From an optimization exercise on the open Yosys and OpenROAD flow, aimed at small area and a short achievable clock period; shortcuts taken in it are not production practice. RTL that was checked went through simulation tests only; none was proved equivalent to the original. Only the layout flow was run in runs 2 and 3; the RTL was not checked for function there. Power and IR drop assume default switching activity.

<file path="flow/design.v">
module decode #(parameter E_WIDTH=8, M_WIDTH=23) (clk, rst, A, B, sign_A, sign_B, exp_A, exp_B, mnt_A, mnt_B, exp_diff, gt_lt);
    input clk;
    input rst;
    input [E_WIDTH+M_WIDTH:0] A;
    input [E_WIDTH+M_WIDTH:0] B;
    output reg sign_A;
    output reg sign_B;
    output reg [E_WIDTH-1:0] exp_A;
    output reg [E_WIDTH-1:0] exp_B;
    output reg [M_WIDTH-1:0] mnt_A; 
    output reg [M_WIDTH-1:0] mnt_B; 
    output reg [E_WIDTH-1:0] exp_diff;
    output reg gt_lt;
    parameter BIAS = (1 << (E_WIDTH-1)) - 1;
    always @(posedge clk or negedge rst) begin
        if(rst == 1'b0) begin
            sign_A <= 0;
            sign_B <= 0;
            exp_A <= 0;
            exp_B <= 0;
            mnt_A <= 0;
            mnt_B <= 0;
            exp_diff <= 0;
            gt_lt <= 0;
        end
        else begin
            sign_A <= A[E_WIDTH+M_WIDTH];
            sign_B <= B[E_WIDTH+M_WIDTH];
          exp_A <= $signed(A[E_WIDTH+M_WIDTH-1:M_WIDTH]) - BIAS;
          exp_B <= $signed(B[E_WIDTH+M_WIDTH-1:M_WIDTH]) - BIAS;
            mnt_A <= A[M_WIDTH-1:0];
            mnt_B <= B[M_WIDTH-1:0];
            if (A[E_WIDTH+M_WIDTH-1:M_WIDTH] > B[E_WIDTH+M_WIDTH-1:M_WIDTH]) begin
                gt_lt <= 1'b1;        
              	exp_diff <= A[E_WIDTH+M_WIDTH-1:M_WIDTH] - B[E_WIDTH+M_WIDTH-1:M_WIDTH];
            end
            else begin
                gt_lt <= 1'b0;        
                exp_diff <= B[E_WIDTH+M_WIDTH-1:M_WIDTH] - A[E_WIDTH+M_WIDTH-1:M_WIDTH];
            end 
        end
    end
endmodule 
module spc_case #(parameter E_WIDTH=8, M_WIDTH=23) (clk, rst, sign_A, sign_B, exp_A, exp_B, exp_A_org, exp_B_org, mnt_A, mnt_B, res, s_case);
    input clk;
    input rst;
    input sign_A;
    input sign_B;
    input [E_WIDTH-1:0] exp_A;
    input [E_WIDTH-1:0] exp_B;
    input [E_WIDTH-1:0] exp_A_org;
    input [E_WIDTH-1:0] exp_B_org;
    input [M_WIDTH-1:0] mnt_A; 
    input [M_WIDTH-1:0] mnt_B; 
    output reg [E_WIDTH+M_WIDTH:0] res;
    output reg s_case;
    parameter BIAS = 1 << (E_WIDTH-1);
    parameter nBIAS = BIAS + 1'b1;
    always @(posedge clk or negedge rst) begin 
        if(rst == 1'b0) begin 
            res <= 0;
            s_case <= 0;
        end
        else begin
            if (((exp_A==BIAS) && (mnt_A!=0)) || ((exp_B==BIAS) && (mnt_B!=0))) begin
                res[E_WIDTH+M_WIDTH] <= 1'b0;
                res[E_WIDTH+M_WIDTH-1:M_WIDTH] <= (BIAS<<1) - 1;
                res[M_WIDTH-1:0] <= 1;
                s_case <= 1'b1;
            end
            else if (exp_A==BIAS) begin
                res <= {sign_A,exp_A_org,mnt_A};
                s_case <= 1'b1;
                if ((exp_B==BIAS) && (sign_A!=sign_B)) begin
                    res[E_WIDTH+M_WIDTH:M_WIDTH] <= {sign_A,exp_A_org};
                    res[M_WIDTH-1:0] <= 1;
                    s_case <= 1'b1;
                end
            end
            else if (exp_B==BIAS) begin
                res <= {sign_B,exp_B_org,mnt_B};
                s_case <= 1'b1;
            end
            else if (($signed(exp_A)==nBIAS) && (mnt_A==0)) begin
                res <= {sign_B,exp_B_org,mnt_B};
                s_case <= 1'b1;
            end
            else if (($signed(exp_B)==nBIAS) && (mnt_B==0)) begin
                res <= {sign_A,exp_A_org,mnt_A};
                s_case <= 1'b1;
            end
            else begin
                res <= 0;
                s_case <= 1'b0;
            end
        end
    end
endmodule
module align #(parameter E_WIDTH=8, M_WIDTH=23) (clk, rst, sign_A, sign_B, A, B, exp_A, exp_B, exp_diff, gt_lt, align_A, align_B, sign_res, exp_res, add_sub);
    input clk;
    input rst;
    input sign_A;
    input sign_B;
    input [M_WIDTH-1:0] A;
    input [M_WIDTH-1:0] B;
    input [E_WIDTH-1:0] exp_A;
    input [E_WIDTH-1:0] exp_B;
    input [E_WIDTH-1:0] exp_diff;
    input gt_lt;
    output reg [M_WIDTH-1:0] align_A;
    output reg [M_WIDTH-1:0] align_B;
    output reg sign_res;
    output reg [E_WIDTH-1:0] exp_res;
    output reg add_sub;
    wire [M_WIDTH-1:0] small_no;
    wire [M_WIDTH-1:0] align_A_wire;
    wire [M_WIDTH-1:0] align_B_wire;
    wire add_sub_wire;
    assign small_no = gt_lt?B:A;
    assign align_A_wire = gt_lt?A:B;
  	assign align_B_wire = small_no>>exp_diff;
    assign add_sub_wire = rst?(sign_A^sign_B):1'b0;
    always @(posedge clk or negedge rst) begin
        if (rst == 1'b0) begin
          	align_A <= 0;
          	align_B <= 0;
          	add_sub <= 0;
            sign_res <= 1'b0;
            exp_res <= 0;
        end
        else begin
          align_A <= align_A_wire;
          align_B <= align_B_wire;
          add_sub <= add_sub_wire;
          if (gt_lt == 1'b0) begin
            sign_res <= sign_B;
            exp_res <= $signed(exp_B)+127; 
          end
          else begin
            sign_res <= sign_A;
            exp_res <= $signed(exp_A)+127;
          end
        end
    end
endmodule    
module adder #(parameter E_WIDTH=8, M_WIDTH=23) (clk, rst, add_sub, A, B, sign_res, exp_res, sum_spc_case, s_case, sum);   
    input clk;
    input rst;
    input add_sub;
    input [M_WIDTH-1:0] A;
    input [M_WIDTH-1:0] B;
    input sign_res;
    input [E_WIDTH-1:0] exp_res;
    input [E_WIDTH+M_WIDTH:0] sum_spc_case;
    input s_case;
    output reg [E_WIDTH+M_WIDTH+1:0] sum;
    always @(posedge clk or negedge rst) begin
        if (rst == 1'b0) begin
            sum <= 0;
        end
        else if (s_case == 1'b1) begin
            sum <= {sum_spc_case[E_WIDTH+M_WIDTH:M_WIDTH],1'b0,sum_spc_case[M_WIDTH-1:0]};
        end
        else begin
          if (add_sub == 1'b0) begin
                sum[E_WIDTH+M_WIDTH+1:M_WIDTH+1] <= {sign_res,exp_res};
                sum[M_WIDTH:0] <= A + B;
            end
            else begin
                sum[E_WIDTH+M_WIDTH+1:M_WIDTH+1] <= {sign_res,exp_res};
                sum[M_WIDTH:0] <= A - B;
            end 
        end
    end
endmodule    
module normalize #(parameter E_WIDTH=8, M_WIDTH=23) (clk, rst, sum, res);
    input clk;
    input rst;
    input [E_WIDTH+M_WIDTH+1:0] sum;
    output reg [E_WIDTH+M_WIDTH:0] res;
    wire [E_WIDTH-1:0] exp;
    wire [M_WIDTH-1:0] val;
    parameter BIAS = 1 << (E_WIDTH-1);
    assign exp = sum[M_WIDTH]?sum[E_WIDTH+M_WIDTH:M_WIDTH+1]+1:sum[E_WIDTH+M_WIDTH:M_WIDTH+1];
    assign val = sum[M_WIDTH]?sum[M_WIDTH:1]:sum[M_WIDTH-1:0];
    always @(posedge clk or negedge rst) begin
        if (rst == 1'b0) begin
            res <= 0;
        end
        else begin
            if (exp == BIAS) begin
                res[E_WIDTH+M_WIDTH:M_WIDTH] <= {sum[E_WIDTH+M_WIDTH+1],exp};
                res[M_WIDTH-1:0] <= 0; 
            end
            else begin
                res[E_WIDTH+M_WIDTH:M_WIDTH] <= {sum[E_WIDTH+M_WIDTH+1],exp};
                res[M_WIDTH-1:0] <= val;
            end
        end
    end
endmodule
module fp_adder #(parameter E_WIDTH=8, M_WIDTH=23) (clk, rst, A, B, res);
  input clk;
  input rst;
  input [E_WIDTH+M_WIDTH:0] A;
  input [E_WIDTH+M_WIDTH:0] B;
  output [E_WIDTH+M_WIDTH:0] res;
  wire sign_A;
  wire sign_B;
  wire [E_WIDTH-1:0] exp_A;
  wire [E_WIDTH-1:0] exp_B;
  wire [M_WIDTH-1:0] mnt_A; 
  wire [M_WIDTH-1:0] mnt_B; 
  wire [E_WIDTH-1:0] exp_diff;
  wire gt_lt;
  wire [E_WIDTH+M_WIDTH:0] res_spc_case;
  wire s_case;
  wire [M_WIDTH-1:0] align_A; 
  wire [M_WIDTH-1:0] align_B; 
  wire sign_res;
  wire [E_WIDTH-1:0] exp_res;
  wire add_sub;
  wire [E_WIDTH+M_WIDTH+1:0] res_adder;
  wire [E_WIDTH-1:0] exp_A_org = exp_A + ((1 << (E_WIDTH-1)) - 1);
  wire [E_WIDTH-1:0] exp_B_org = exp_B + ((1 << (E_WIDTH-1)) - 1);
  decode #(E_WIDTH,M_WIDTH) unit1
                (
                .clk(clk),
                .rst(rst),
                .A(A),
                .B(B),
                .sign_A(sign_A),
                .sign_B(sign_B),
                .exp_A(exp_A),
                .exp_B(exp_B),
                .mnt_A(mnt_A),
                .mnt_B(mnt_B),
                .exp_diff(exp_diff),
                .gt_lt(gt_lt)
                );
  spc_case #(E_WIDTH,M_WIDTH) unit21
               (
                .clk(clk),
                .rst(rst),
                .sign_A(sign_A),
                .sign_B(sign_B),
                .exp_A(exp_A),
                .exp_B(exp_B),
                .exp_A_org(exp_A_org),
                .exp_B_org(exp_B_org),
                .mnt_A(mnt_A),
                .mnt_B(mnt_B),
                .res(res_spc_case),
                .s_case(s_case)
                );
  align #(E_WIDTH,M_WIDTH) unit22
                (
                .clk(clk), 
                .rst(rst),
                .sign_A(sign_A),
                .sign_B(sign_B),
                .A(mnt_A),
                .B(mnt_B),
                .exp_A(exp_A),
                .exp_B(exp_B),
                .exp_diff(exp_diff),
                .gt_lt(gt_lt),
                .align_A(align_A),
                .align_B(align_B),
                .sign_res(sign_res),
                .exp_res(exp_res),
                .add_sub(add_sub)
                );   
  adder #(E_WIDTH,M_WIDTH) unit3
                (
                .clk(clk), 
                .rst(rst),
                .add_sub(add_sub),
                .A(align_A),
                .B(align_B),
                .sign_res(sign_res),
                .exp_res(exp_res),
                .sum_spc_case(res_spc_case),
                .s_case(s_case),
                .sum(res_adder)
                );   
  normalize #(E_WIDTH,M_WIDTH) unit4
                (
                .clk(clk),
                .rst(rst),
                .sum(res_adder),
                .res(res)
                );
endmodule
</file>
<file path="flow/run.sh">
#!/bin/bash
# synth_recipe.tcl (not shown) runs the flow's synth.tcl, then flattens the netlist and writes it again
# the make line also repeats each setting of config.mk as NAME=value (left out here)
make -C /OpenROAD-flow-scripts/flow DESIGN_CONFIG=/design/flow/config.mk WORK_HOME=/design/flow/orfs CLKGATE_MAP_FILE= SYNTH_SCRIPT=/design/flow/synth_recipe.tcl finish
</file>
<file path="flow/config.mk">
export PLATFORM = sky130hd
export DESIGN_NAME = fp_adder
export DESIGN_NICKNAME = fp_adder
export VERILOG_FILES = /design/flow/design.v
export SDC_FILE = /design/flow/constraint.sdc
export NUM_CORES = 4
export LEC_CHECK = 0
export CAP_MARGIN = 20
export CORE_MARGIN = 2
export CORE_UTILIZATION = 40
export SLEW_MARGIN = 20
</file>
<file path="flow/constraint.sdc">
create_clock -name core_clock -period 5.0 [get_ports {clk}]
set_input_delay 1.0000 -clock core_clock [delete_from_list [all_inputs] [get_ports {clk}]]
set_output_delay 1.0000 -clock core_clock [all_outputs]
set_load 0.01 [all_outputs]
</file>
==> summary.md, run 1 <==
| Metric | Value |
|---|---|
| Hold WC Path Type | flop to flop |
| Root Driver | clkbuf_16 |
| Yosys warns | 5 |
| Period utilization | 79.21% |
| Inserted Clock Buffers | 25 |
| Crit path from | unit22.align_B[4] |
| Clock-pin slew on the worst setup and hold paths | 60 ps |
| Syn Nets | 1252 |
| R2R setup slack | 1040 ps |
| Fin Setup TNS | 0 ps |
| R2R depth | 12 |
| Hold-fix buffers, CTS | 0 |
| Post-CTS setup buffer count | 0 |
| Routed via count | 9045 |
| RR Endpoint | unit3.sum[12] |
| Slew @ Worst Pin | 1047 ps |
| Wire per inst | 18.68 um |
| Fin Clk Skew | 14.20 ps |
| CTS tree | built |
| HPWL after detailed placement | 22750 um |
| ANT nets after route | 0 |
| Crit end category | flop |
| ANT cells | 0 |
| Initial antenna violation count | 0 |
| Post-synth EDFFs | 0 |
| Highest clock rate | 0.2525 GHz |
| Hold endpoint | unit4.res[31] |
| Die H | 178.5 um |
| Period minus WS final | 3961 ps |
| Ys flop type | dfrtp_1 |
| Die Area | 31850 um2 |
| P_leak | 6.109 nW |
| H-tree levels | 1 |
| Global-route wire length before repair | 48770 um |
| Hold Crit Depth | 0 |
| Dominant cells by area after synthesis | dfrtp_1 47%, ha_1 5.0%, mux4_2 4.4% |
| Average size of a mapped cell | 10.74 um2 |
| Max-capacitance violation count | 0 |
| Reg-to-reg startpoint | unit22.align_B[4] |
| Row count | 63 |
| Met1 Wirelength | 14670 um |
| Finished Cell Area | 14320 um2 |
| Area of the mapped netlist | 12170 um2 |
| CTS Sinks | 227 |
| CTS Buffer Depth | 3 |
| # port buffers | 97 |
| DR WL met3 | 1891 um |
| Max layer used | met4 |
| WP data arrival | 4340 ps |
| I/O Pins | 98 |
| Area after DPL | 13420 um2 |
| First-pass detailed-route iteration total | 5 |
| Crit path top cell by count | o21ai_0 |
| Sequential-to-total area share from yosys stat | 46.66% |
| Max stage delay on crit path | 550 ps |
| Status | timing/DRC/antenna clean |
| CP Max Fanout | 7 |
| CP max stage cell | or4_1 |
| CP top delay family | simple AND/OR/NAND/NOR gates |
| Post-synthesis cell type count | 81 |
| Gr usage total | 19.40% |
| Share of the synthesized area in the top cell type | 46.66% |
| Layout Area Growth over Synthesis | 17.62% |
| Layout cells sized above 1 | 11.64% |
| Final setup violation count | 0 |
| Hold Vio Cnt, Final | 0 |
| Post-DR vias/cell | 5.590 |
| Largest area contributor in the netlist | dfrtp_1 |
| GRT overflow | 0 |
| Met2 wire length | 12950 um |
| Placer Congestion | 0.9211 |
| Asr flop ratio synth | 100.0% |
| Core Region | 29800 um2 |
| Crit path required time | 5380 ps |
| Initial core utilization | 40.86% |
| VDD IR max | 0.0002163 V |
| Critical path buffer and inverter count | 0 |
| CP startpoint kind | flop |
| # nets final | 1327 |
| Drt drc | 0 |
| Vias in the first global route | 8772 |
| Slew Viols, Final | 0 |
| Yosys reg bits | 227 |
| Syn Inst Count | 1134 |
| Largest net degree at the start of global routing | 110 |
| CP Cell Sequence | or4_1 -> or3_1 -> nor3_1 -> a21oi_1 -> xnor2_1 -> ha_1 -> and3_1 -> a221oi_1 -> o21ai_0 -> a21boi_1 -> xor2_1 -> o21ai_0 |
| Min-Delay Startpoint | unit3.sum[32] |
| WS Path Type | flop to flop |
| Power Dens Cells | 540.4 nW/um2 |
| Detailed Route Iter0 Violations | 639 |
| Slew HR | 29.30% |
| Routed Wire Length | 30230 um |
| CTS resizes | 0 |
| Unrepaired setup endpoints after global routing | false |
| Die X | 178.5 um |
| Clock Latency Late Sink | 530 ps |
## registers in the layout, indices dropped and copies added, names as in the netlist, 23 cells and up
signal	cells
unit4.res	32
unit22.align_A	23
unit1.mnt_A	23
unit22.align_B	23
unit1.mnt_B	23
unit21.res	32
unit3.sum	33
## synthesized netlist by cell type, types with 4 or more instances
cell type,number
dfrtp_1,227
nor2_1,100
nand2_1,91
mux2i_1,51
ha_1,49
xnor2_1,49
a21oi_1,44
mux2_2,42
inv_1,40
o21ai_0,40
nor3_1,37
nand3_1,28
clkbuf_1,25
a221oi_1,24
mux4_2,24
xor2_1,24
nor4_1,20
buf_2,16
a21o_1,13
and3_1,13
nand4_1,12
o221ai_1,11
a211oi_1,8
a31oi_1,8
buf_1,8
o211ai_1,8
nor2b_1,7
o22ai_1,7
o31ai_1,6
or2_2,6
or3_1,6
buf_6,5
o21a_1,5
a32oi_1,4
and2_1,4
nand2b_1,4
## logic make-up after synthesis
family	share of synthesized area [%]
xor+xnor	5.252
compound gates	12.68
buf+inv	3.638
mux	12.52
simple gates	13.72
fa+ha+maj	5.529
flops	46.66
## cell type report
cell class / instances / area [um2]
well taps: 390 / 488.0
repair buffers: 105 / 1036
fillers: 2801 / 15480
clock buffers: 35 / 723.2
inverters: 42 / 160.2
clock inverters: 11 / 178.9
multi-input cells: 808 / 6051
flip-flops and latches: 227 / 5682
## how the worst max path moves through the flow
| stage | end | slack [ps] | depth (start not counted) |
|---|---|---|---|
| 3_3_place_gp | unit3.sum[12] | 1230 | 12 |
| 5_1_grt | unit3.sum[12] | 840 | 12 |
| 6_report | unit3.sum[12] | 1040 | 12 |
| 3_5_place_dp | unit3.sum[12] | 1150 | 12 |
| 2_1_floorplan | unit3.sum[12] | 1620 | 13 |
| 4_1_cts | unit3.sum[12] | 1140 | 12 |
## per-layer routing
metal / vias up / GRT usage, %
li1: 4264 / -
met1: 4384 / 29.89
met2: 352 / 28.97
met3: 45 / 2.280
met4: 0 / 4.709
met5: - / 0
## where the power goes
group	switching [mW]	internal (mW)
Clock	0.745	1.22
Combinational	1.77	1.52
Sequential	0.285	2.20
Total	2.80	4.94
## cell usage in the layout (no fill, tap or decap), drive strengths merged, types with 5 or more instances in the layout
cell           instances
a211oi                 9
a21o                  15
a21oi                 46
a221oi                24
a31oi                  9
and2                   5
and3                  14
buf                    9
clkbuf                35
clkdlybuf4s50         96
dfrtp                227
ha                    49
inv                   45
mux2                  42
mux2i                 51
mux4                  24
nand2                 91
nand3                 29
nand4                 12
nor2                 101
nor2b                  7
nor3                  39
nor4                  20
o211ai                 8
o21a                   5
o21ai                 41
o221ai                11
o22ai                  7
o31ai                  7
or2                    6
or3                    6
xnor2                 49
xor2                  24
## through the flow
stage / hold slack [ps] / worst slack [ps] / utilization, % / power, mW / std cells
6_report: 370.2 / 1039 / 48.06 / 7.739 / 1618
3_5_place_dp: 365.4 / 1147 / 45.03 / 5.779 / 1572
3_3_place_gp: 332.1 / 1228 / 45.03 / 5.760 / 1572
2_1_floorplan: 331.2 / 1623 / - / 4.853 / 1134
4_1_cts: 378.5 / 1139 / 48.06 / 7.777 / 1618
5_1_grt: 379.4 / 836.9 / 48.06 / 8.288 / 1618
==> run 2: changes to the inputs <==
==> flow/design.v (replaced) <==
module fp_adder (clk, rst, A, B, res);
  input clk;
  input rst;
  input [31:0] A;
  input [31:0] B;
  output reg [31:0] res;
  wire [7:0]  eA = A[30:23];
  wire [7:0]  eB = B[30:23];
  wire        gt = eA > eB;
  wire [7:0]  d  = gt ? eA - eB : eB - eA;
  reg  [22:0] l1;      
  reg  [22:0] m1;      
  reg  [4:0]  d1;      
  reg         big1;    
  reg  [7:0]  e1;      
  reg         s1;      
  reg         sub1;    
  always @(posedge clk) begin
    l1   <= gt ? A[22:0] : B[22:0];
    m1   <= gt ? B[22:0] : A[22:0];
    d1   <= d[4:0];
    big1 <= |d[7:5];
    e1   <= gt ? eA : eB;
    s1   <= gt ? A[31] : B[31];
    sub1 <= A[31] ^ B[31];
  end
  wire [22:0] sh   = big1 ? 23'd0 : (m1 >> d1);
  wire        d0   = (d1 == 5'd0) & ~big1;
  wire        lnz  = |l1;
  wire        mnz  = |m1;
  wire        e255 = &e1;
  wire        nan  = e255 & (lnz | (d0 & mnz));
  wire        z    = (e1 == 8'd0) & ~lnz;
  reg  [22:0] l2;
  reg  [22:0] m2;
  reg  [7:0]  e2;
  reg         s2;
  reg         sub2;
  always @(posedge clk) begin
    l2   <= e255 ? 23'd0 : l1;
    m2   <= e255 ? {22'd0, nan | (d0 & sub1)} : sh;
    e2   <= e1;
    s2   <= nan ? 1'b0 : s1 ^ (d0 & sub1 & (e255 | (z & mnz)));
    sub2 <= sub1 & ~e255 & ~z;
  end
  wire [23:0] sum = sub2 ? {1'b0, l2} - {1'b0, m2} : {1'b0, l2} + {1'b0, m2};
  reg  [23:0] S3;
  reg  [7:0]  e3;
  reg         s3;
  always @(posedge clk) begin
    S3 <= sum;
    e3 <= e2;
    s3 <= s2;
  end
  wire [7:0]  eo = S3[23] ? e3 + 8'd1 : e3;
  wire [22:0] fo = S3[23] ? S3[23:1] : S3[22:0];
  always @(posedge clk or negedge rst) begin
    if (!rst)
      res <= 32'd0;
    else
      res <= {s3, eo, (eo == 8'd128) ? 23'd0 : fo};
  end
endmodule
--- a/flow/config.mk
+++ b/flow/config.mk
@@ -6,6 +6,8 @@
 export NUM_CORES = 4
 export LEC_CHECK = 0
+export ABC_CLOCK_PERIOD_IN_PS = 1800
 export CAP_MARGIN = 20
 export CORE_MARGIN = 2
-export CORE_UTILIZATION = 40
+export CORE_UTILIZATION = 60
+export SETUP_SLACK_MARGIN = 3.1
 export SLEW_MARGIN = 20
==> run 2 against run 1 <==
Combinational power rose by about 20%. Global-route usage rose by 13 points. Hold slack got worse by 40 ps. Final area fell by 12%. Via count fell by 11%. Non-clock buffer count rose by 106. Register-to-register slack improved by 640 ps.
==> summary.md, run 2 <==
| Metric | Value |
|---|---|
| Status | timing/DRC/antenna clean |
| Vias in the first global route | 7727 |
| Dominant cells by area after synthesis | dfxtp_1 34%, dfrtp_1 9.1%, mux2i_1 6.8% |
| Sequential-to-total area share from yosys stat | 43.38% |
| CTS tree | built |
| Placer Congestion | 0.8969 |
| Most common cell after layout, fill and taps aside | dfxtp_1 |
| Biggest register | res |
| Yosys warns | 1 |
| ANT cells | 0 |
| Clock-pin slew on the worst setup and hold paths | 80 ps |
| # nets final | 1192 |
| Initial core utilization | 61.11% |
| Layout cells sized above 1 | 38.63% |
| Fin Setup TNS | 0 ps |
| Post-synthesis cell type count | 73 |
| P_leak | 5.326 nW |
| CP startpoint kind | flop |
| Gr usage total | 32.36% |
| Slew Viols, Final | 0 |
| Initial antenna violation count | 0 |
| Area after DPL | 10170 um2 |
| CTS Sinks | 183 |
| Die H | 125.2 um |
| Largest regs | res x32, S3 x24 |
| Syn Nets | 1003 |
| I/O Pins | 98 |
| First-pass detailed-route iteration total | 5 |
| Hold WC Path Type | flop to flop |
| CTS Buffer Depth | 2 |
| Worst hold margin | 330.0 ps |
| Largest area contributor in the netlist | dfxtp_1 |
| Power Dens Cells | 588.4 nW/um2 |
| Highest clock rate | 0.3008 GHz |
| Period utilization | 66.48% |
| Drt drc | 0 |
| Syn Inst Count | 893 |
| Inserted Clock Buffers | 17 |
| Share of the synthesized area in the top cell type | 34.29% |
| Root Driver | clkbuf_16 |
| Unrepaired setup endpoints after global routing | true |
| Fin Clk Skew | 11.78 ps |
| Wire per inst | 23.53 um |
| Average size of a mapped cell | 9.871 um2 |
| WS Path Type | flop to flop |
| Crit path required time | 5360 ps |
| GRT overflow | 0 |
| Final setup violation count | 0 |
| Slew @ Worst Pin | 542.9 ps |
| Row count | 44 |
| Routed Wire Length | 30090 um |
| H-tree levels | 4 |
| Core Region | 14420 um2 |
| ANT nets after route | 0 |
| CP max stage cell | a2111o_1 |
| Clock Latency Late Sink | 450 ps |
| Routed via count | 8026 |
| Post-synth EDFFs | 0 |
| Finished Cell Area | 12650 um2 |
| Yosys reg bits | 183 |
| Asr flop ratio synth | 17.49% |
| Most numerous cell in the Yosys netlist | dfxtp_1 |
| VDD IR max | 0.0002966 V |
| Post-DR vias/cell | 6.275 |
| Period minus WS final | 3324 ps |
| Area of the mapped netlist | 8815 um2 |
| Die Area | 15680 um2 |
| Most instantiated cells after synthesis | 151 x dfxtp_1, 83 x nor2_1, 60 x mux2i_1, 52 x mux2_2, 46 x nand2_1 |
| # port buffers | 97 |
| Hold Vio Cnt, Final | 0 |
| Ys flop type | dfxtp_1 |
| Crit end category | flop |
| HPWL after detailed placement | 15170 um |
| Detailed Route Iter0 Violations | 748 |
| Max stage delay on crit path | 510 ps |
| CP Cell Sequence | or3_4 -> buf_4 -> buf_6 -> nor3_4 -> nor2_1 -> xnor2_1 -> ha_2 -> a2111o_1 -> o21ai_4 -> o21ai_4 -> or4_4 -> o21ai_2 -> xnor2_1 |
| Die X | 125.2 um |
| WP data arrival | 3690 ps |
| Slew HR | 63.81% |
| Most frequent cells in the layout | 138 x dfxtp_1, 65 x buf_4, 60 x nor2_1 |
| CP Max Fanout | 5 |
| Max-capacitance violation count | 0 |
| Largest net degree at the start of global routing | 36 |
| Max reg flops | 32 |
| Global-route wire length before repair | 40080 um |
| Layout Area Growth over Synthesis | 43.55% |
[run 2: cell count changes after synthesis, sizes merged, moves of 17 or more]
cell    change
dfrtp     -195
dfxtp     +151
nand2      -45
a221oi     -23
nor2b      +22
mux4       -21
nor3       -20
nand3      -19
nor2       -17
[run 2: cells by family after synthesis]
group	share of synthesized area [%]
AOI/OAI and AO/OA	11.95
xor gates and xnor gates	5.465
adders and majority gates	6.501
buffers and inverters	4.145
DFF	43.38
muxes	14.35
and+or+nand+nor	14.21
[run 2: layout make-up]
class,count,area (um2)
clock buffers,18,450.4
clock inverters,14,161.4
well taps,184,230.2
inverters,41,177.7
fillers,666,1770
repair buffers,211,2090
flip-flops and latches,183,3860
multi-input cells,628,5684
[run 2: worst max-delay path: cells and delay by family (launching register included)]
family                     cells  cell delay (ps)
and+or+nand+nor                4             1120
adders and majority gates      1              200
buffers and inverters          2              270
DFF                            1              330
xor gates and xnor gates       2              270
AOI/OAI and AO/OA              4             1040
[run 2: what timing repair did]
item                                    4_1_cts  5_1_grt
hold buffers                                  0        0
buffers inserted                             64       34
endpoints found under the setup margin      159      147
pin swaps                                    56      100
gates cloned                                 12        1
resized for setup                           287      121
[run 2: final timing paths]
check                           depth (start not counted)  endpoint  slack [ps]  start
worst min-delay path                                    0     e3[1]         330  e2[1]
worst min register to register                          0     e3[1]         330  e2[1]
min in group asynchronous                               2    res[8]         960    rst
max in group asynchronous                               2   res[21]        3750    rst
worst max-delay path                                   13    S3[19]        1680  m2[4]
worst max register to register                         13    S3[19]        1680  m2[4]
[run 2: routing by layer]
| metal | up-vias | global-route usage (%) | share of wire (%) |
|---|---|---|---|
| met5 | - | 0 | 0 |
| met4 | 0 | 15.10 | 5.2 |
| met3 | 142 | 7.060 | 5.9 |
| met2 | 472 | 59.18 | 52 |
| met1 | 3879 | 35.70 | 37 |
| li1 | 3533 | - | - |
[run 2: power breakdown]
part | switching [mW] | internal [mW] | total [mW]
Combinational | 2.03 | 1.92 | 3.95
Sequential | 0.269 | 1.84 | 2.11
Clock | 0.676 | 0.707 | 1.38
[run 2: through the flow]
step	power (mW)	util, %	instances	worst slack, ps
after floorplan	4.079	-	893	1993
after global placement	4.686	70.52	1136	1233
after CTS	6.596	82.81	1244	1907
after detailed placement	4.763	70.52	1136	1114
final	7.445	87.73	1279	1676
after global routing	7.702	87.73	1279	1618
==> run 3: changes to the inputs <==
--- a/flow/config.mk
+++ b/flow/config.mk
@@ -6,8 +6,6 @@
 export NUM_CORES = 4
 export LEC_CHECK = 0
-export ABC_CLOCK_PERIOD_IN_PS = 1800
 export CAP_MARGIN = 20
 export CORE_MARGIN = 2
-export CORE_UTILIZATION = 60
-export SETUP_SLACK_MARGIN = 3.1
+export CORE_UTILIZATION = 40
 export SLEW_MARGIN = 20
==> run 3 against run 2 <==
Setup slack got worse by 340 ps. Register-to-register slack got worse by 240 ps. Via count down 20%. Largest power group unchanged. Wire length shrank 39%. Highest routed layer unchanged. Flip-flop and latch count unchanged. Total power down 21%.
==> summary.md, run 3 <==
| Metric | Value |
|---|---|
| Status | timing/DRC/antenna clean |
| Crit path required time | 5310 ps |
| Highest clock rate | 0.2733 GHz |
| Clock-pin slew on the worst setup and hold paths | 70 ps |
| CP top delay family | compound AO/OA/AOI/OAI gates |
| Fin Setup TNS | 0 ps |
| Sw Pwr | 2.122 mW |
| Initial antenna violation count | 0 |
| Logic pwr share | 42.3% |
| Gr usage total | 16.31% |
| HPWL after detailed placement | 14290 um |
| Power Dens Cells | 558.0 nW/um2 |
| Yosys reg bits | 183 |
| Biggest register | res |
| Met2 wire length | 8340 um |
| Inserted Clock Buffers | 17 |
| CP Cell Sequence | clkdlybuf4s50_1 -> inv_1 -> ha_1 -> fa_1 -> and2b_1 -> o2111ai_1 -> a41oi_4 -> buf_12 -> mux2_2 |
| Post-synth EDFFs | 0 |
| VDD IR max | 0.0002434 V |
| Max stage delay on crit path | 690 ps |
| # port buffers | 97 |
| Vias in the first global route | 6231 |
| Initial core utilization | 40.52% |
| Wire per inst | 14.53 um |
| Routed Wire Length | 18380 um |
| P_leak | 4.318 nW |
| Routed via count | 6426 |
| Most common cell after layout, fill and taps aside | dfxtp_1 |
| Post-DR vias/cell | 5.080 |
| Fillers | 2079 |
| # nets final | 1082 |
| R2R depth | 14 |
| Clock Power Share | 22.6% |
| Max layer used | met4 |
| Most instantiated cells after synthesis | 151 x dfxtp_1, 83 x nor2_1, 60 x mux2i_1, 52 x mux2_2, 46 x nand2_1 |
| Most frequent cells in the layout | 151 x dfxtp_1, 97 x clkdlybuf4s50_1, 82 x nor2_1 |
| Layout Area Growth over Synthesis | 20.28% |
| Average size of a mapped cell | 9.871 um2 |
| CP max stage cell | a41oi_4 |
| WP data arrival | 3970 ps |
| Fin Clk Skew | 10.90 ps |
| Detailed Route Iter0 Violations | 371 |
| CTS tree | built |
| Clock Latency Late Sink | 430 ps |
| Unrepaired setup endpoints after global routing | false |
| Crit end category | flop |
| Syn Inst Count | 893 |
| Internal | 3.794 mW |
| Hold Vio Cnt, Final | 0 |
| Yosys warns | 1 |
| Largest regs | res x32, S3 x24 |
| ANT cells | 0 |
| Sequential-to-total area share from yosys stat | 43.38% |
| Period minus WS final | 3659 ps |
| CTS Buffer Depth | 2 |
| First-pass detailed-route iteration total | 5 |
| Met1 Wirelength | 9075 um |
| Largest net degree at the start of global routing | 43 |
| Worst hold margin | 327.5 ps |
| Drt drc | 0 |
| Global-route wire length before repair | 31080 um |
| H-tree levels | 4 |
| Post-CTS setup buffer count | 0 |
| Post-synthesis cell type count | 73 |
| Root Driver | clkbuf_16 |
| Period utilization | 73.18% |
| Die Area | 23240 um2 |
| Final setup violation count | 0 |
| Dominant cells by area after synthesis | dfxtp_1 34%, dfrtp_1 9.1%, mux2i_1 6.8% |
| Critical path buffer and inverter count | 3 |
| Hold endpoint | e3[2] |
| Hold WC Path Type | flop to flop |
| Max-capacitance violation count | 0 |
| CP startpoint kind | input port |
| CP Max Fanout | 42 |
| Row count | 54 |
| Max reg flops | 32 |
| GRT overflow | 0 |
| Power Total | 5.917 mW |
| Slew Viols, Final | 0 |
| Largest area contributor in the netlist | dfxtp_1 |
| Syn Nets | 1003 |
| Share of the synthesized area in the top cell type | 34.29% |
| Slew HR | 28.38% |
| Hold Crit Depth | 0 |
| Most numerous cell in the Yosys netlist | dfxtp_1 |
| Die X | 152.4 um |
| PnR worst setup slack | 1341 ps |
| WS Path Type | input port to flop |
| Hold-fix buffers, CTS | 0 |
| Placer Congestion | 0.8889 |
| DR WL met3 | 703 um |
| CTS resizes | 0 |
| I/O Pins | 98 |
| RR Endpoint | S3[22] |
| Min-Delay Startpoint | e2[2] |
| Pre-CTS setup slack | 920.1 ps |
| Sequential power share | 35.1% |
| CTS Sinks | 183 |
| R2R setup slack | 1440 ps |
| Die H | 152.4 um |
| Core Region | 21760 um2 |
| Reg-to-reg startpoint | m2[4] |
| Area of the mapped netlist | 8815 um2 |
| Slew @ Worst Pin | 1073 ps |
| Sw Ratio | 35.87% |
| Layout cells sized above 1 | 11.47% |
| Asr flop ratio synth | 17.49% |
| Ys flop type | dfxtp_1 |
| ANT nets after route | 0 |
[run 3: metal layers]
metal | vias to the layer above | GRT usage, %
met5 | - | 0
met4 | 0 | 4.718
met3 | 22 | 3.129
met2 | 147 | 26.15
met1 | 2958 | 22.53
li1 | 3299 | -
[run 3: stage by stage]
| stage | instance area, um2 | utilization (%) | cells |
|---|---|---|---|
| 3_3_place_gp | 10000 | 45.98 | 1233 |
| 2_1_floorplan | 8815 | - | 893 |
| 5_1_grt | 10600 | 48.73 | 1265 |
| 4_1_cts | 10600 | 48.73 | 1265 |
| 6_report | 10600 | 48.73 | 1265 |
| 3_5_place_dp | 10000 | 45.98 | 1233 |
[run 3: layout make-up]
| class | count | area [um2] | area share [%] |
|---|---|---|---|
| timing repair buffer | 104 | 1036 | 9.771 |
| clock inverter | 12 | 131.4 | 1.239 |
| multi-input combinational | 625 | 4639 | 43.76 |
| sequential | 183 | 3824 | 36.06 |
| tap | 280 | 350.3 | 3.304 |
| inverter | 41 | 153.9 | 1.451 |
| clock buffer | 20 | 467.9 | 4.413 |
[run 3: kinds of logic (layout without fill, tap and decap cells)]
| logic type | count (synthesis) | in the layout | synth area share (%) |
|---|---|---|---|
| AND/OR/NAND/NOR | 252 | 252 | 14.21 |
| flip-flops | 183 | 183 | 43.38 |
| AO/OA/AOI/OAI | 158 | 158 | 11.95 |
| multiplexers | 116 | 116 | 14.35 |
| buffers and inverters | 85 | 177 | 4.145 |
| XOR/XNOR | 55 | 55 | 5.465 |
| adder cells (fa/ha/maj) | 44 | 44 | 6.501 |
[run 3: how the worst max path moves through the flow]
stage	from	end	slack (ps)	depth (start not counted)
final	A[23]	l1[13]	1340	9
after global placement	A[23]	l1[21]	970	9
after global routing	A[23]	l1[13]	1140	9
after detailed placement	A[23]	m1[20]	920	9
after CTS	A[23]	l1[13]	1370	9
after floorplan	m2[4]	S3[22]	1840	15
[run 3: power by group through the flow]
stage / registers [mW] / logic (mW) / clock network, mW
3_5_place_dp: 2.12 / 2.49 / 0
6_report: 2.08 / 2.50 / 1.34
3_3_place_gp: 2.11 / 2.48 / 0
4_1_cts: 2.08 / 2.51 / 1.37
2_1_floorplan: 2.05 / 1.86 / 0
5_1_grt: 2.13 / 2.79 / 1.43

what the ideal ports hide:
The results above use ideal ports. As a check the final layouts listed here were re-extracted and re-timed, cells and wires unchanged. Step 1 sets driving cells, clkbuf_16 on the clock port and buf_2 on the other inputs (assumed; they add their load-dependent delay and slew). Step 2 also shifts input and output timing later by t, the mid clock arrival at the registers, as if the neighbouring blocks saw the same clock. Three values: ideal, step 1, step 2; two values: the first two.
run | shift t [ns] | slack for setup (ns) | hold slack, ns | worst setup path at the end | worst data-port slew with drivers (ns)
run 1 | 0.571 | 1.039 / 1.039 / 1.039 | 0.370 / 0.370 / 0.370 | register to register | 0.05
run 2 | 0.485 | 1.676 / 1.676 / 1.676 | 0.330 / 0.330 / 0.330 | register to register | 0.05
run 3 | 0.466 | 1.341 / 1.360 / 0.894 | 0.328 / 0.328 / 0.328 | input to register | 0.04
After both steps every run listed still meets setup and hold. For run 3, which loses most, drivers alone change the setup slack by +0.019 ns; drivers and shift together by -0.447 ns.
